Background: an optimization exercise with open tools, aiming at small area and a short achievable clock period. Do not read the settings as production practice.
Where RTL was checked, it was by simulation tests only, not by an equivalence proof against the original.
No functional check of the RTL was part of run 2.

## flow/design.v (module list and top-level ports; edited modules follow where they fit)
// module plastic_neuron: 1097 lines
// module pn_inv: 3 lines
// module pn_nand2: 3 lines
// module pn_nor2: 3 lines
// module pn_nand3: 3 lines
// module pn_xor2e: 3 lines
// module pn_xor2: 3 lines
// module pn_xnor2: 3 lines
// module pn_aoi21: 3 lines
// module pn_oai21: 3 lines
// module pn_fa: 4 lines
// module pn_ha: 4 lines
module plastic_neuron (
    input wire clk,
    input wire rst,
    input wire [15:0] input_signal,
    input wire [15:0] feedback_error,
    input wire enable_learning,
    output wire [31:0] output_signal
);
  // ...
==> flow/flow/run.sh <==
#!/bin/bash
# Layout flow: the standard flow (standard.sh), with the standard
# synthesis unchanged, and the I/O port buffers made from the plain buffer
# family (buf_N) instead of the delay-buffer cells buffer_ports picks on its
# own, so that repair_timing can size them. Each step's output goes to its
# own log in this folder.
set -euo pipefail
bash standard.sh synth > synth.log 2>&1
bash standard.sh BUFFER_PORTS_ARGS="-buffer_cell sky130_fd_sc_hd__buf_4" finish > layout.log 2>&1
==> flow/standard.sh <==
#!/bin/bash
# synth_recipe.tcl (not shown) runs the flow's synth.tcl, then flattens the netlist and writes it again
# the make line also repeats each setting of config.mk as NAME=value (left out here)
make -C /OpenROAD-flow-scripts/flow DESIGN_CONFIG=/design/flow/config.mk WORK_HOME=/design/flow/orfs CLKGATE_MAP_FILE= SYNTH_SCRIPT=/design/flow/synth_recipe.tcl "${@:-finish}"
==> flow/config.mk <==
export PLATFORM = sky130hd
export DESIGN_NAME = plastic_neuron
export DESIGN_NICKNAME = plastic_neuron
export VERILOG_FILES = /design/flow/design.v
export SDC_FILE = /design/flow/constraint.sdc
export NUM_CORES = 4
export LEC_CHECK = 0
export CAP_MARGIN = 20
export CORE_MARGIN = 2
export CORE_UTILIZATION = 40
export SETUP_SLACK_MARGIN = 3.0
export SLEW_MARGIN = 20
export SYNTH_HIERARCHICAL = 1
==> flow/constraint.sdc <==
create_clock -name core_clock -period 7.0 [get_ports {clk}]
set_input_delay 1.4000 -clock core_clock [delete_from_list [all_inputs] [get_ports {clk}]]
set_output_delay 1.4000 -clock core_clock [all_outputs]
set_load 0.01 [all_outputs]
==> metrics.md, run 1 <==
| Metric | Value |
|---|---|
| Fin Setup TNS | 0 ps |
| Worst R2R Start | weight[11] |
| Inverters | 18 |
| Synth Net Count | 1010 |
| Count leader, synth | xnor2_1 |
| Crit path time final | 3820 ps |
| Site Rows | 53 |
| Top cell type's share of synthesized area | 0.212 |
| Met1 GRT Util | 0.238 |
| Reg area | 1950 µm² |
| Critical path endpoint | cut_q[49] |
| I/O pin count | 67 |
| Post-route cell area | 9480 µm² |
| Post-Synth Simple-Gate Area | 0.0850 |
| Busiest layer in global routing | met2 |
| Dpl ws | 2450 ps |
| EDFF count, synth | 0 |
| Layout sequential cell count | 77 |
| Clkbuf count | 11 |
| Delay-heaviest family, CP | adder cells |
| Max Used Layer | met4 |
| DP Wirelength | 13.5 mm |
| Most frequent cells in the layout | 127 x xnor2_1, 88 x buf_4, 87 x a22oi_1 |
| Global Route Usage Sum | 0.178 |
| CP max stage delay | 780 ps |
| CP Cell Sequence | buf_4 -> ha_1 -> a22oi_1 -> xnor2_1 -> fa_1 -> fa_1 -> fa_1 -> fa_1 |
| CTS tree | built |
| Hold Slack | 525 ps |
| Num CTS Buffers | 9 |
| Critical Path Source | weight[11] |
| Post-synth ARST share | 1.00 |
| Result of the run | complete, no violations |
| Max cap viols | 0 |
| Worst EP arrival | 4040 ps |
| Area of the core | 20900 µm² |
| Initial antenna violation count | 0 |
| Top cells by area, synth | fa_1 21%, dfrtp_1 21%, xnor2_1 13% |
| Num Clock Sinks | 77 |
==> run 2, diff against run 1 <==
--- a/flow/design.v
+++ b/flow/design.v
@@ -533,98 +533,154 @@
   wire pg495;
   wire pt496;
   wire pg497;
   wire pt498;
   wire pg499;
   wire pt500;
   wire pg501;
   wire pt502;
-  wire pg503;
+  wire iv503;
   wire pg504;
-  wire pt505;
-  wire pg506;
-  wire pt507;
+  wire pg505;
+  wire iv506;
+  wire iv507;
   wire pg508;
   wire pt509;
   wire pg510;
   wire pt511;
-  wire pg512;
-  wire pt513;
+  wire iv512;
+  wire iv513;
   wire pg514;
   wire pt515;
   wire pg516;
-  wire pg517;
-  wire pt518;
-  wire pg519;
-  wire pt520;
-  wire pg521;
-  wire iv522;
-  wire pg523;
+  wire pt517;
+  wire iv518;
+  wire iv519;
+  wire pg520;
+  wire pt521;
+  wire pg522;
+  wire pt523;
   wire iv524;
-  wire pg525;
+  wire iv525;
   wire pg526;
-  wire pg527;
-  wire iv528;
-  wire pg529;
-  wire pg530;
-  wire pg531;
+  wire pt527;
+  wire pg528;
+  wire pt529;
+  wire iv530;
+  wire iv531;
   wire pg532;
-  wire pg533;
-  wire iv534;
-  wire pg535;
-  wire pg536;
+  wire pt533;
+  wire pg534;
+  wire pt535;
+  wire iv536;
   wire iv537;
   wire pg538;
-  wire pg539;
+  wire pt539;
   wire pg540;
-  wire pg541;
+  wire pt541;
   wire pg542;
   wire iv543;
   wire pg544;
   wire pg545;
   wire pg546;
   wire pg547;
-  wire iv548;
-  wire pg549;
-  wire pg550;
+  wire pt548;
+  wire iv549;
+  wire iv550;
   wire pg551;
-  wire pg552;
-  wire iv553;
-  wire pg554;
-  wire as555;
-  wire as556;
-  wire as557;
-  wire as558;
-  wire as559;
-  wire as560;
-  wire as561;
-  wire as562;
-  wire as563;
-  wire as564;
-  wire as565;
-  wire as566;
-  wire as567;
-  wire as568;
-  wire as569;
-  wire as570;
-  wire as571;
-  wire as572;
-  wire as573;
-  wire as574;
-  wire as575;
-  wire as576;
-  wire as577;
-  wire as578;
-  wire as579;
-  wire as580;
-  wire as581;
-  wire as582;
-  wire as583;
-  wire as584;
+  wire pt552;
+  wire pg553;
+  wire pt554;
+  wire pg555;
+  wire pt556;
+  wire pg557;
+  wire pt558;
+  wire iv559;
+  wire iv560;
+  wire pg561;
+  wire pt562;
+  wire pg563;
+  wire pt564;
+  wire pg565;
+  wire pt566;
+  wire pg567;
+  wire pt568;
+  wire iv569;
+  wire iv570;
+  wire pg571;
+  wire pt572;
+  wire iv573;
+  wire pg574;
+  wire pg575;
+  wire pg576;
+  wire pg577;
+  wire pg578;
+  wire pg579;
+  wire pg580;
+  wire pg581;
+  wire iv582;
+  wire iv583;
+  wire pg584;
+  wire pt585;
+  wire pg586;
+  wire pt587;
+  wire pg588;
+  wire pt589;
+  wire pg590;
+  wire pt591;
+  wire pg592;
+  wire pt593;
+  wire pg594;
+  wire pt595;
+  wire pg596;
+  wire iv597;
+  wire pg598;
+  wire pg599;
+  wire pg600;
+  wire pg601;
+  wire pg602;
+  wire pg603;
+  wire pg604;
+  wire pg605;
+  wire pg606;
+  wire pg607;
+  wire pg608;
+  wire pg609;
+  wire pg610;
+  wire as611;
+  wire as612;
+  wire as613;
+  wire as614;
+  wire as615;
+  wire as616;
+  wire as617;
+  wire as618;
+  wire as619;
+  wire as620;
+  wire as621;
+  wire as622;
+  wire as623;
+  wire as624;
+  wire as625;
+  wire as626;
+  wire as627;
+  wire as628;
+  wire as629;
+  wire as630;
+  wire as631;
+  wire as632;
+  wire as633;
+  wire as634;
+  wire as635;
+  wire as636;
+  wire as637;
+  wire as638;
+  wire as639;
+  wire as640;
   reg [62:0] cut_q;
   assign pp1 = ((input_signal[0] & one0) ^ neg0);
   assign pp2 = (((input_signal[1] & one0) | (input_signal[0] & two0)) ^ neg0);
   assign pp3 = (((input_signal[2] & one0) | (input_signal[1] & two0)) ^ neg0);
   assign pp4 = (((input_signal[3] & one0) | (input_signal[2] & two0)) ^ neg0);
   assign pp5 = (((input_signal[4] & one0) | (input_signal[3] & two0)) ^ neg0);
   assign pp6 = (((input_signal[5] & one0) | (input_signal[4] & two0)) ^ neg0);
   assign pp7 = (((input_signal[6] & one0) | (input_signal[5] & two0)) ^ neg0);
@@ -999,106 +1055,162 @@
   pn_oai21 u_pg495 (.g1(ag438), .t1(at467), .g0(ag437), .y(pg495));
   pn_nor2 u_pt496 (.a(at467), .b(at466), .y(pt496));
   pn_oai21 u_pg497 (.g1(ag440), .t1(at469), .g0(ag439), .y(pg497));
   pn_nor2 u_pt498 (.a(at469), .b(at468), .y(pt498));
   pn_oai21 u_pg499 (.g1(ag442), .t1(at471), .g0(ag441), .y(pg499));
   pn_nor2 u_pt500 (.a(at471), .b(at470), .y(pt500));
   pn_oai21 u_pg501 (.g1(ag444), .t1(at473), .g0(ag443), .y(pg501));
   pn_nor2 u_pt502 (.a(at473), .b(at472), .y(pt502));
-  pn_aoi21 u_pg503 (.g1(pg475), .t1(pt476), .g0(pg474), .y(pg503));
-  pn_aoi21 u_pg504 (.g1(pg479), .t1(pt480), .g0(pg477), .y(pg504));
-  pn_nand2 u_pt505 (.a(pt480), .b(pt478), .y(pt505));
-  pn_aoi21 u_pg506 (.g1(pg483), .t1(pt484), .g0(pg481), .y(pg506));
-  pn_nand2 u_pt507 (.a(pt484), .b(pt482), .y(pt507));
-  pn_aoi21 u_pg508 (.g1(pg487), .t1(pt488), .g0(pg485), .y(pg508));
-  pn_nand2 u_pt509 (.a(pt488), .b(pt486), .y(pt509));
-  pn_aoi21 u_pg510 (.g1(pg491), .t1(pt492), .g0(pg489), .y(pg510));
-  pn_nand2 u_pt511 (.a(pt492), .b(pt490), .y(pt511));
-  pn_aoi21 u_pg512 (.g1(pg495), .t1(pt496), .g0(pg493), .y(pg512));
-  pn_nand2 u_pt513 (.a(pt496), .b(pt494), .y(pt513));
-  pn_aoi21 u_pg514 (.g1(pg499), .t1(pt500), .g0(pg497), .y(pg514));
-  pn_nand2 u_pt515 (.a(pt500), .b(pt498), .y(pt515));
-  pn_oai21 u_pg516 (.g1(pg504), .t1(pt505), .g0(pg503), .y(pg516));
-  pn_oai21 u_pg517 (.g1(pg508), .t1(pt509), .g0(pg506), .y(pg517));
-  pn_nor2 u_pt518 (.a(pt509), .b(pt507), .y(pt518));
-  pn_oai21 u_pg519 (.g1(pg512), .t1(pt513), .g0(pg510), .y(pg519));
-  pn_nor2 u_pt520 (.a(pt513), .b(pt511), .y(pt520));
-  pn_aoi21 u_pg521 (.g1(pg517), .t1(pt518), .g0(pg516), .y(pg521));
-  pn_inv u_iv522 (.a(pg521), .y(iv522));
-  pn_aoi21 u_pg523 (.g1(pg519), .t1(pt520), .g0(iv522), .y(pg523));
-  pn_inv u_iv524 (.a(pg516), .y(iv524));
-  pn_oai21 u_pg525 (.g1(pg506), .t1(pt507), .g0(iv524), .y(pg525));
-  pn_oai21 u_pg526 (.g1(pg510), .t1(pt511), .g0(pg521), .y(pg526));
-  pn_oai21 u_pg527 (.g1(pg514), .t1(pt515), .g0(pg523), .y(pg527));
-  pn_inv u_iv528 (.a(pg503), .y(iv528));
-  pn_aoi21 u_pg529 (.g1(pg477), .t1(pt478), .g0(iv528), .y(pg529));
-  pn_aoi21 u_pg530 (.g1(pg481), .t1(pt482), .g0(pg516), .y(pg530));
-  pn_aoi21 u_pg531 (.g1(pg485), .t1(pt486), .g0(pg525), .y(pg531));
-  pn_aoi21 u_pg532 (.g1(pg489), .t1(pt490), .g0(iv522), .y(pg532));
-  pn_aoi21 u_pg533 (.g1(pg493), .t1(pt494), .g0(pg526), .y(pg533));
-  pn_inv u_iv534 (.a(pg523), .y(iv534));
-  pn_aoi21 u_pg535 (.g1(pg497), .t1(pt498), .g0(iv534), .y(pg535));
-  pn_aoi21 u_pg536 (.g1(pg501), .t1(pt502), .g0(pg527), .y(pg536));
-  pn_inv u_iv537 (.a(pg474), .y(iv537));
-  pn_oai21 u_pg538 (.g1(ag417), .t1(at446), .g0(iv537), .y(pg538));
-  pn_oai21 u_pg539 (.g1(ag419), .t1(at448), .g0(pg503), .y(pg539));
-  pn_oai21 u_pg540 (.g1(ag421), .t1(at450), .g0(pg529), .y(pg540));
-  pn_oai21 u_pg541 (.g1(ag423), .t1(at452), .g0(iv524), .y(pg541));
-  pn_oai21 u_pg542 (.g1(ag425), .t1(at454), .g0(pg530), .y(pg542));
-  pn_inv u_iv543 (.a(pg525), .y(iv543));
-  pn_oai21 u_pg544 (.g1(ag427), .t1(at456), .g0(iv543), .y(pg544));
-  pn_oai21 u_pg545 (.g1(ag429), .t1(at458), .g0(pg531), .y(pg545));
-  pn_oai21 u_pg546 (.g1(ag431), .t1(at460), .g0(pg521), .y(pg546));
-  pn_oai21 u_pg547 (.g1(ag433), .t1(at462), .g0(pg532), .y(pg547));
-  pn_inv u_iv548 (.a(pg526), .y(iv548));
-  pn_oai21 u_pg549 (.g1(ag435), .t1(at464), .g0(iv548), .y(pg549));
-  pn_oai21 u_pg550 (.g1(ag437), .t1(at466), .g0(pg533), .y(pg550));
-  pn_oai21 u_pg551 (.g1(ag439), .t1(at468), .g0(pg523), .y(pg551));
-  pn_oai21 u_pg552 (.g1(ag441), .t1(at470), .g0(pg535), .y(pg552));
-  pn_inv u_iv553 (.a(pg527), .y(iv553));
-  pn_oai21 u_pg554 (.g1(ag443), .t1(at472), .g0(iv553), .y(pg554));
-  pn_xnor2 u_as555 (.a(ap385), .b(ag415), .y(as555));
-  pn_xor2 u_as556 (.a(ap386), .b(pg474), .y(as556));
-  pn_xor2 u_as557 (.a(ap387), .b(pg538), .y(as557));
-  pn_xnor2 u_as558 (.a(ap388), .b(pg503), .y(as558));
-  pn_xor2 u_as559 (.a(ap389), .b(pg539), .y(as559));
-  pn_xnor2 u_as560 (.a(ap390), .b(pg529), .y(as560));
-  pn_xor2 u_as561 (.a(ap391), .b(pg540), .y(as561));
-  pn_xor2 u_as562 (.a(ap392), .b(pg516), .y(as562));
-  pn_xor2 u_as563 (.a(ap393), .b(pg541), .y(as563));
-  pn_xnor2 u_as564 (.a(ap394), .b(pg530), .y(as564));
-  pn_xor2 u_as565 (.a(ap395), .b(pg542), .y(as565));
-  pn_xor2 u_as566 (.a(ap396), .b(pg525), .y(as566));
-  pn_xor2 u_as567 (.a(ap397), .b(pg544), .y(as567));
-  pn_xnor2 u_as568 (.a(ap398), .b(pg531), .y(as568));
-  pn_xor2 u_as569 (.a(ap399), .b(pg545), .y(as569));
-  pn_xnor2 u_as570 (.a(ap400), .b(pg521), .y(as570));
-  pn_xor2 u_as571 (.a(ap401), .b(pg546), .y(as571));
-  pn_xnor2 u_as572 (.a(ap402), .b(pg532), .y(as572));
-  pn_xor2 u_as573 (.a(ap403), .b(pg547), .y(as573));
-  pn_xor2 u_as574 (.a(ap404), .b(pg526), .y(as574));
-  pn_xor2 u_as575 (.a(ap405), .b(pg549), .y(as575));
-  pn_xnor2 u_as576 (.a(ap406), .b(pg533), .y(as576));
-  pn_xor2 u_as577 (.a(ap407), .b(pg550), .y(as577));
-  pn_xnor2 u_as578 (.a(ap408), .b(pg523), .y(as578));
-  pn_xor2 u_as579 (.a(ap409), .b(pg551), .y(as579));
-  pn_xnor2 u_as580 (.a(ap410), .b(pg535), .y(as580));
-  pn_xor2 u_as581 (.a(ap411), .b(pg552), .y(as581));
-  pn_xor2 u_as582 (.a(ap412), .b(pg527), .y(as582));
-  pn_xor2 u_as583 (.a(ap413), .b(pg554), .y(as583));
-  pn_xnor2 u_as584 (.a(ap414), .b(pg536), .y(as584));
+  pn_inv u_iv503 (.a(pg474), .y(iv503));
+  pn_oai21 u_pg504 (.g1(ag417), .t1(at446), .g0(iv503), .y(pg504));
+  pn_aoi21 u_pg505 (.g1(pg475), .t1(pt476), .g0(pg474), .y(pg505));
+  pn_inv u_iv506 (.a(pg477), .y(iv506));
+  pn_inv u_iv507 (.a(pt478), .y(iv507));
+  pn_oai21 u_pg508 (.g1(ag421), .t1(at450), .g0(iv506), .y(pg508));
+  pn_nor2 u_pt509 (.a(at450), .b(iv507), .y(pt509));
+  pn_aoi21 u_pg510 (.g1(pg479), .t1(pt480), .g0(pg477), .y(pg510));
+  pn_nand2 u_pt511 (.a(pt480), .b(pt478), .y(pt511));
+  pn_inv u_iv512 (.a(pg481), .y(iv512));
+  pn_inv u_iv513 (.a(pt482), .y(iv513));
+  pn_oai21 u_pg514 (.g1(ag425), .t1(at454), .g0(iv512), .y(pg514));
+  pn_nor2 u_pt515 (.a(at454), .b(iv513), .y(pt515));
+  pn_aoi21 u_pg516 (.g1(pg483), .t1(pt484), .g0(pg481), .y(pg516));
+  pn_nand2 u_pt517 (.a(pt484), .b(pt482), .y(pt517));
+  pn_inv u_iv518 (.a(pg485), .y(iv518));
+  pn_inv u_iv519 (.a(pt486), .y(iv519));
+  pn_oai21 u_pg520 (.g1(ag429), .t1(at458), .g0(iv518), .y(pg520));
+  pn_nor2 u_pt521 (.a(at458), .b(iv519), .y(pt521));
+  pn_aoi21 u_pg522 (.g1(pg487), .t1(pt488), .g0(pg485), .y(pg522));
+  pn_nand2 u_pt523 (.a(pt488), .b(pt486), .y(pt523));
+  pn_inv u_iv524 (.a(pg489), .y(iv524));
+  pn_inv u_iv525 (.a(pt490), .y(iv525));
+  pn_oai21 u_pg526 (.g1(ag433), .t1(at462), .g0(iv524), .y(pg526));
+  pn_nor2 u_pt527 (.a(at462), .b(iv525), .y(pt527));
+  pn_aoi21 u_pg528 (.g1(pg491), .t1(pt492), .g0(pg489), .y(pg528));
+  pn_nand2 u_pt529 (.a(pt492), .b(pt490), .y(pt529));
+  pn_inv u_iv530 (.a(pg493), .y(iv530));
+  pn_inv u_iv531 (.a(pt494), .y(iv531));
+  pn_oai21 u_pg532 (.g1(ag437), .t1(at466), .g0(iv530), .y(pg532));
+  pn_nor2 u_pt533 (.a(at466), .b(iv531), .y(pt533));
+  pn_aoi21 u_pg534 (.g1(pg495), .t1(pt496), .g0(pg493), .y(pg534));
+  pn_nand2 u_pt535 (.a(pt496), .b(pt494), .y(pt535));
+  pn_inv u_iv536 (.a(pg497), .y(iv536));
+  pn_inv u_iv537 (.a(pt498), .y(iv537));
+  pn_oai21 u_pg538 (.g1(ag441), .t1(at470), .g0(iv536), .y(pg538));
+  pn_nor2 u_pt539 (.a(at470), .b(iv537), .y(pt539));
+  pn_aoi21 u_pg540 (.g1(pg499), .t1(pt500), .g0(pg497), .y(pg540));
+  pn_nand2 u_pt541 (.a(pt500), .b(pt498), .y(pt541));
+  pn_oai21 u_pg542 (.g1(ag419), .t1(at448), .g0(pg505), .y(pg542));
+  pn_inv u_iv543 (.a(pg505), .y(iv543));
+  pn_aoi21 u_pg544 (.g1(pg477), .t1(pt478), .g0(iv543), .y(pg544));
+  pn_aoi21 u_pg545 (.g1(pg508), .t1(pt509), .g0(iv543), .y(pg545));
+  pn_oai21 u_pg546 (.g1(pg510), .t1(pt511), .g0(pg505), .y(pg546));
+  pn_oai21 u_pg547 (.g1(ag427), .t1(at456), .g0(pg516), .y(pg547));
+  pn_nor2 u_pt548 (.a(at456), .b(pt517), .y(pt548));
+  pn_inv u_iv549 (.a(pg516), .y(iv549));
+  pn_inv u_iv550 (.a(pt517), .y(iv550));
+  pn_aoi21 u_pg551 (.g1(pg485), .t1(pt486), .g0(iv549), .y(pg551));
+  pn_nand2 u_pt552 (.a(pt486), .b(iv550), .y(pt552));
+  pn_aoi21 u_pg553 (.g1(pg520), .t1(pt521), .g0(iv549), .y(pg553));
+  pn_nand2 u_pt554 (.a(pt521), .b(iv550), .y(pt554));
+  pn_oai21 u_pg555 (.g1(pg522), .t1(pt523), .g0(pg516), .y(pg555));
+  pn_nor2 u_pt556 (.a(pt523), .b(pt517), .y(pt556));
+  pn_oai21 u_pg557 (.g1(ag435), .t1(at464), .g0(pg528), .y(pg557));
+  pn_nor2 u_pt558 (.a(at464), .b(pt529), .y(pt558));
+  pn_inv u_iv559 (.a(pg528), .y(iv559));
+  pn_inv u_iv560 (.a(pt529), .y(iv560));
+  pn_aoi21 u_pg561 (.g1(pg493), .t1(pt494), .g0(iv559), .y(pg561));
+  pn_nand2 u_pt562 (.a(pt494), .b(iv560), .y(pt562));
+  pn_aoi21 u_pg563 (.g1(pg532), .t1(pt533), .g0(iv559), .y(pg563));
+  pn_nand2 u_pt564 (.a(pt533), .b(iv560), .y(pt564));
+  pn_oai21 u_pg565 (.g1(pg534), .t1(pt535), .g0(pg528), .y(pg565));
+  pn_nor2 u_pt566 (.a(pt535), .b(pt529), .y(pt566));
+  pn_oai21 u_pg567 (.g1(ag443), .t1(at472), .g0(pg540), .y(pg567));
+  pn_nor2 u_pt568 (.a(at472), .b(pt541), .y(pt568));
+  pn_inv u_iv569 (.a(pg540), .y(iv569));
+  pn_inv u_iv570 (.a(pt541), .y(iv570));
+  pn_aoi21 u_pg571 (.g1(pg501), .t1(pt502), .g0(iv569), .y(pg571));
+  pn_nand2 u_pt572 (.a(pt502), .b(iv570), .y(pt572));
+  pn_inv u_iv573 (.a(pg546), .y(iv573));
+  pn_oai21 u_pg574 (.g1(ag423), .t1(at452), .g0(iv573), .y(pg574));
+  pn_aoi21 u_pg575 (.g1(pg481), .t1(pt482), .g0(pg546), .y(pg575));
+  pn_aoi21 u_pg576 (.g1(pg514), .t1(pt515), .g0(pg546), .y(pg576));
+  pn_oai21 u_pg577 (.g1(pg516), .t1(pt517), .g0(iv573), .y(pg577));
+  pn_aoi21 u_pg578 (.g1(pg547), .t1(pt548), .g0(pg546), .y(pg578));
+  pn_oai21 u_pg579 (.g1(pg551), .t1(pt552), .g0(iv573), .y(pg579));
+  pn_oai21 u_pg580 (.g1(pg553), .t1(pt554), .g0(iv573), .y(pg580));
+  pn_aoi21 u_pg581 (.g1(pg555), .t1(pt556), .g0(pg546), .y(pg581));
+  pn_inv u_iv582 (.a(pg565), .y(iv582));
+  pn_inv u_iv583 (.a(pt566), .y(iv583));
+  pn_oai21 u_pg584 (.g1(ag439), .t1(at468), .g0(iv582), .y(pg584));
+  pn_nor2 u_pt585 (.a(at468), .b(iv583), .y(pt585));
+  pn_aoi21 u_pg586 (.g1(pg497), .t1(pt498), .g0(pg565), .y(pg586));
+  pn_nand2 u_pt587 (.a(pt498), .b(pt566), .y(pt587));
+  pn_aoi21 u_pg588 (.g1(pg538), .t1(pt539), .g0(pg565), .y(pg588));
+  pn_nand2 u_pt589 (.a(pt539), .b(pt566), .y(pt589));
+  pn_oai21 u_pg590 (.g1(pg540), .t1(pt541), .g0(iv582), .y(pg590));
+  pn_nor2 u_pt591 (.a(pt541), .b(iv583), .y(pt591));
+  pn_aoi21 u_pg592 (.g1(pg567), .t1(pt568), .g0(pg565), .y(pg592));
+  pn_nand2 u_pt593 (.a(pt568), .b(pt566), .y(pt593));
+  pn_oai21 u_pg594 (.g1(pg571), .t1(pt572), .g0(iv582), .y(pg594));
+  pn_nor2 u_pt595 (.a(pt572), .b(iv583), .y(pt595));
+  pn_oai21 u_pg596 (.g1(ag431), .t1(at460), .g0(pg581), .y(pg596));
+  pn_inv u_iv597 (.a(pg581), .y(iv597));
+  pn_aoi21 u_pg598 (.g1(pg489), .t1(pt490), .g0(iv597), .y(pg598));
+  pn_aoi21 u_pg599 (.g1(pg526), .t1(pt527), .g0(iv597), .y(pg599));
+  pn_oai21 u_pg600 (.g1(pg528), .t1(pt529), .g0(pg581), .y(pg600));
+  pn_aoi21 u_pg601 (.g1(pg557), .t1(pt558), .g0(iv597), .y(pg601));
+  pn_oai21 u_pg602 (.g1(pg561), .t1(pt562), .g0(pg581), .y(pg602));
+  pn_oai21 u_pg603 (.g1(pg563), .t1(pt564), .g0(pg581), .y(pg603));
+  pn_aoi21 u_pg604 (.g1(pg565), .t1(pt566), .g0(iv597), .y(pg604));
+  pn_aoi21 u_pg605 (.g1(pg584), .t1(pt585), .g0(iv597), .y(pg605));
+  pn_oai21 u_pg606 (.g1(pg586), .t1(pt587), .g0(pg581), .y(pg606));
+  pn_oai21 u_pg607 (.g1(pg588), .t1(pt589), .g0(pg581), .y(pg607));
+  pn_aoi21 u_pg608 (.g1(pg590), .t1(pt591), .g0(iv597), .y(pg608));
+  pn_oai21 u_pg609 (.g1(pg592), .t1(pt593), .g0(pg581), .y(pg609));
+  pn_aoi21 u_pg610 (.g1(pg594), .t1(pt595), .g0(iv597), .y(pg610));
+  pn_xnor2 u_as611 (.a(ap385), .b(ag415), .y(as611));
+  pn_xor2 u_as612 (.a(ap386), .b(pg474), .y(as612));
+  pn_xor2 u_as613 (.a(ap387), .b(pg504), .y(as613));
+  pn_xnor2 u_as614 (.a(ap388), .b(pg505), .y(as614));
+  pn_xor2 u_as615 (.a(ap389), .b(pg542), .y(as615));
+  pn_xnor2 u_as616 (.a(ap390), .b(pg544), .y(as616));
+  pn_xnor2 u_as617 (.a(ap391), .b(pg545), .y(as617));
+  pn_xor2 u_as618 (.a(ap392), .b(pg546), .y(as618));
+  pn_xor2 u_as619 (.a(ap393), .b(pg574), .y(as619));
+  pn_xnor2 u_as620 (.a(ap394), .b(pg575), .y(as620));
+  pn_xnor2 u_as621 (.a(ap395), .b(pg576), .y(as621));
+  pn_xor2 u_as622 (.a(ap396), .b(pg577), .y(as622));
+  pn_xnor2 u_as623 (.a(ap397), .b(pg578), .y(as623));
+  pn_xor2 u_as624 (.a(ap398), .b(pg579), .y(as624));
+  pn_xor2 u_as625 (.a(ap399), .b(pg580), .y(as625));
+  pn_xnor2 u_as626 (.a(ap400), .b(pg581), .y(as626));
+  pn_xor2 u_as627 (.a(ap401), .b(pg596), .y(as627));
+  pn_xnor2 u_as628 (.a(ap402), .b(pg598), .y(as628));
+  pn_xnor2 u_as629 (.a(ap403), .b(pg599), .y(as629));
+  pn_xor2 u_as630 (.a(ap404), .b(pg600), .y(as630));
+  pn_xnor2 u_as631 (.a(ap405), .b(pg601), .y(as631));
+  pn_xor2 u_as632 (.a(ap406), .b(pg602), .y(as632));
+  pn_xor2 u_as633 (.a(ap407), .b(pg603), .y(as633));
+  pn_xnor2 u_as634 (.a(ap408), .b(pg604), .y(as634));
+  pn_xnor2 u_as635 (.a(ap409), .b(pg605), .y(as635));
+  pn_xor2 u_as636 (.a(ap410), .b(pg606), .y(as636));
+  pn_xor2 u_as637 (.a(ap411), .b(pg607), .y(as637));
+  pn_xnor2 u_as638 (.a(ap412), .b(pg608), .y(as638));
+  pn_xor2 u_as639 (.a(ap413), .b(pg609), .y(as639));
+  pn_xnor2 u_as640 (.a(ap414), .b(pg610), .y(as640));
   always @(posedge clk or posedge rst) begin
     if (rst) begin
       cut_q <= 63'd0;
     end else begin
       cut_q <= {1'b1, s381, s379, s377, s375, s373, s371, s369, s367, s365, s363, s361, s359, s357, s355, s353, s351, s349, s347, s345, s343, s341, s339, s337, s335, s333, s331, s329, s327, neg1, losum383[1], c382, c380, c378, c376, c374, c372, c370, c368, c366, c364, c362, c360, c358, c356, c354, c352, c350, c348, c346, c344, c342, c340, c338, c336, c334, c332, c330, c328, c326, s325, pp2, losum383[0]};
     end
   end
-  assign output_signal = {{as584, as583, as582, as581, as580, as579, as578, as577, as576, as575, as574, as573, as572, as571, as570, as569, as568, as567, as566, as565, as564, as563, as562, as561, as560, as559, as558, as557, as556, as555, ap384}, {cut_q[0]}};
+  assign output_signal = {{as640, as639, as638, as637, as636, as635, as634, as633, as632, as631, as630, as629, as628, as627, as626, as625, as624, as623, as622, as621, as620, as619, as618, as617, as616, as615, as614, as613, as612, as611, ap384}, {cut_q[0]}};
 endmodule
 module pn_inv (input wire a, output wire y);
   assign y = ~a;
 endmodule
 module pn_nand2 (input wire a, input wire b, output wire y);
   assign y = ~(a & b);
 endmodule
 module pn_nor2 (input wire a, input wire b, output wire y);
==> metrics.md, run 2 <==
| Metric | Value |
|---|---|
| I/O pin count | 67 (unchanged) |
| Final setup fails | 0 (unchanged) |
| First-pass GRT wire length | 32.4 mm (was 31.2 mm) |
| Delay-heaviest family, CP | adder cells (unchanged) |
| Most frequent cells in the layout | 131 x xnor2_1, 87 x a22oi_1, 84 x fa_1 (was 127 x xnor2_1, 88 x buf_4, 87 x a22oi_1) |
| Die Y | 152 µm (was 150 µm) |
| Average wire per standard cell | 16.3 µm (was 16.5 µm) |
| Beginning of the worst hold path | weight[8] (was weight[14]) |
| Die area | 23100 µm² (was 22400 µm²) |
| Non-Filler Instances | 1183 (was 1127) |
| Final period utilization | 0.543 (was 0.545) |
| IO Port Bufs | 65 (unchanged) |
| Worst EP arrival | 4020 ps (was 4040 ps) |
| Hold Slack | 526 ps (was 525 ps) |
| Area Growth Syn to Fin | 10.4% (was 11.7%) |
| DR vias | 6163 (was 5885) |
| Number of diodes | 0 (unchanged) |
| Startpoint types | register (unchanged) |
| EDFF count, synth | 0 (unchanged) |
| Result of the run | complete, no violations (unchanged) |
| Critical Path Most Common Cell | fa_1 (unchanged) |
| Post-route cell area | 9670 µm² (was 9480 µm²) |
| CP endpoint kind | register (unchanged) |
| Num CTS Buffers | 9 (unchanged) |
| Max Freq | 263 MHz (was 262 MHz) |
| Largest Register | cut_q (unchanged) |
| Top_reg_cell synth | dfrtp_1 (unchanged) |
| Fin Setup TNS | 0 ps (unchanged) |
| DRC viols | 0 (unchanged) |
| Max H-tree Level | 3 (unchanged) |
| Worst setup path class | register to register (unchanged) |
| DRT Wirelength | 19.3 mm (was 18.6 mm) |
| Max cap viols | 0 (unchanged) |
| Crit path required time | 7220 ps (was 7230 ps) |
| Initial core utilization | 0.404 (was 0.406) |
| TritonRoute pass-1 iters | 6 (was 5) |
| Seq/Total Area, Yosys | 0.221 (was 0.228) |
| Fin nets | 1060 (was 1010) |
| Hold path cells | 1 (unchanged) |
| Final ANT Viol Nets | 0 (unchanged) |
| Area of the core | 21700 µm² (was 20900 µm²) |
| Starting DRT DRC Count | 470 (was 397) |
| Worst-path clk slew | 60 ps (about the same) |
| Die width | 152 µm (was 150 µm) |
| DP Wirelength | 14.3 mm (was 13.5 mm) |
| Largest regs | cut_q x62, weight x15 (unchanged) |
| Slowest cell on the critical path | dfstp_4 (was ha_1) |
| Post-synthesis cell count | 904 (was 848) |
| CTS tree | built (unchanged) |
| Most instantiated cells after synthesis | 132 x xnor2_1, 98 x a22oi_1, 90 x fa_1 (was 128 x xnor2_1, 98 x a22oi_1, 90 x fa_1) |
| CP Cell Sequence | ha_2 -> a22oi_1 -> xnor2_1 -> fa_1 -> fa_1 -> fa_1 -> fa_1 (was buf_4 -> ha_1 -> a22oi_1 -> xnor2_1 -> fa_1 -> fa_1 -> fa_1 -> fa_1) |
| Bufs and invs on worst path | 0 (was 1) |
| Largest net degree at the start of global routing | 78 (unchanged) |
| Synth Net Count | 1066 (was 1010) |
| Synth Area per Inst | 9.69 µm² (was 10.0 µm²) |
| Pins Over Slew Limit | 0 (unchanged) |
| Num Clock Sinks | 77 (unchanged) |
| Count leader, synth | xnor2_1 (unchanged) |
| Global Route Usage Sum | 0.171 (was 0.178) |
| Site Rows | 54 (was 53) |
| R2R cell count | 7 (was 8) |
| GRT overflow | 0 (unchanged) |
| Slew HR | 0.530 (was 0.358) |
| Post-synth ARST share | 1.00 (unchanged) |
| Least-Margin Pin Slew | 705 ps (was 964 ps) |
| Top cell type's share of synthesized area | 0.206 (was 0.212) |
| CP max stage delay | 840 ps (was 780 ps) |
| Max clock buf depth | 2 (unchanged) |
| Final GP Congestion | 0.798 (was 0.786) |
| Worst R2R Start | weight[9] (was weight[11]) |
| Share of cells above drive strength 1 | 0.186 (was 0.203) |
| Root Buffer | clkbuf_16 (unchanged) |
| Synth Cell Area | 8760 µm² (was 8480 µm²) |
| Vias in the first global route | 6399 (was 6058) |
| Setup Skew | 13.7 ps (was 9.59 ps) |
| Initial antenna violation count | 0 (unchanged) |
| Seq cells post-synth | 77 (unchanged) |
| Leading cell type in the layout, fill and taps excluded | xnor2_1 (unchanged) |
| Worst-case hold path end point | weight[8] (was weight[14]) |
| Top cells by area, synth | fa_1 21%, dfrtp_1 20%, xnor2_1 13% (was fa_1 21%, dfrtp_1 21%, xnor2_1 13%) |
| Cell taking the most area after synthesis | fa_1 (unchanged) |
| Reg2reg setup slack | 3200 ps (was 3180 ps) |
| RSZ-0062 raised after global routing | no (was yes) |
| Worst-path fanout max | 25 (unchanged) |
| DP Area | 9190 µm² (was 8900 µm²) |
| Synth cell types | 37 (unchanged) |
| Largest register FFs | 62 (unchanged) |
| Final Hold Vio Count | 0 (unchanged) |
| Crit path time final | 3800 ps (was 3820 ps) |
| Post-Place Cells | 1158 (was 1097) |
| Synth warn | 7 (unchanged) |
| Skew-Pair Late Insertion Delay | 350 ps (was 360 ps) |
| Hold buffers post-CTS | 0 (unchanged) |
| R2r endpoint | cut_q[46] (was cut_q[49]) |
| HP Class | register to register (unchanged) |
| Average vias per placed instance | 5.21 (was 5.22) |
## run 2: cell types whose count changed in the layout (fill, tap and decap cells not counted), sizes merged
cell | before | now
xnor2 | 128 | 132
buf | 90 | 84
a21oi | 17 | 29
inv | 17 | 31
clkinv | 2 | 4
nand2 | 54 | 62
xor2 | 68 | 64
nor2 | 53 | 65
o21ai | 48 | 56
clkbuf | 11 | 12
## run 2: final cells by class
type / instances / area [µm²]
inverter: 34 / 138
sequential: 77 / 1950
multi-input combinational: 692 / 6280
clock buffer: 12 / 236
clock inverter: 4 / 73.8
timing repair buffer: 84 / 646
tap: 280 / 350
fill: 2083 / 12000
## run 2: per-stage QoR
step,util,setup slack (ps)
finish,0.446,3200
global route,0.446,3000
CTS,0.442,3010
detailed placement,0.424,2370
global placement,0.424,2550
floorplan,-,2960
## run 2: worst max path at each step
stage | startpoint | end | slack [ps] | cells after the start
after floorplan | input_signal[9] | cut_q[44] | 2960 | 8
after global placement | weight[5] | cut_q[51] | 2550 | 8
after detailed placement | weight[5] | cut_q[45] | 2370 | 8
after CTS | weight[1] | cut_q[51] | 3010 | 7
after global routing | cut_q[17] | output_signal[31] | 3000 | 9
final | weight[9] | cut_q[46] | 3200 | 7
## run 2: what timing repair did
action	4_1_cts	5_1_grt
resized for setup	14	8
setup endpoints to repair	52	33
pin swaps	1	1
setup buffers	3	6
## run 2: kinds of logic (layout without fill, tap and decap cells)
group,after synthesis,count (layout),share of synthesized area
multiplexers,1,1,0.00129
AND/OR/NAND/NOR,174,174,0.0908
buffers and inverters,135,134,0.0787
other,2,2,0.000857
AO/OA/AOI/OAI,192,192,0.153
XOR/XNOR,196,196,0.196
adder cells (fa/ha/maj),127,127,0.258
flip-flops,77,77,0.221
## run 2: worst reg2reg max path, cell delays in order, from the launching register on
cell and delay (ps):
dfstp_4 840, ha_2 500, a22oi_1 260, xnor2_1 170, fa_1 480, fa_1 460, fa_1 550, fa_1 410
## run 2: modules after synthesis, one instance, submodules excluded
| module | flip-flops and latches | cells inside |
|---|---|---|
| pn_xnor2 | 0 | 1 |
| plastic_neuron | 77 | 528 |
| pn_oai21 | 0 | 1 |
| pn_ha | 0 | 1 |
| pn_inv | 0 | 1 |
| pn_nand2 | 0 | 1 |
| pn_xor2 | 0 | 1 |
| pn_aoi21 | 0 | 1 |
| pn_nor2 | 0 | 1 |
| pn_fa | 0 | 1 |
## run 2: layer usage
metal / part of all wire / vias up / global-route usage / routed length, µm
met2: 0.49 / 156 / 0.285 / 9400
li1: - / 2963 / - / -
met1: 0.46 / 3034 / 0.232 / 8850
met5: 0 / - / 0 / 0
met3: 0.046 / 10 / 0.0331 / 887
met4: 0.0090 / 0 / 0.0369 / 173

[re-timing with driven ports]
The flow's constraints put no driver on any port. The routed layouts listed below were extracted and timed again, unchanged, in two steps.
Step 1 (the two cells are an assumption about what drives the block):
set clk [get_ports {clk}]
set_driving_cell -lib_cell sky130_fd_sc_hd__clkbuf_16 $clk
set_driving_cell -lib_cell sky130_fd_sc_hd__buf_2 [delete_from_list [all_inputs] $clk]
Step 2 also shifts input and output timing later by t, the mid clock arrival at the registers, as if the neighbouring blocks saw the same clock.
Slacks: ideal / step 1 / step 2; pairs: ideal / step 1.
run	shift t [ns]	setup WS [ns]	clock arrival spread, ns	slew at the worst register clock pin (ns)	worst slew at a driven data input, ns
run 1	0.394	3.183 / 3.149 / 2.918	0.009 / 0.009	0.06 / 0.06	0.05
run 2	0.388	3.196 / 3.193 / 2.876	0.013 / 0.014	0.06 / 0.06	0.04
After both steps every run listed still meets setup and hold. For run 2, which loses most, drivers alone change the setup slack by -0.003 ns; drivers and shift together by -0.320 ns.
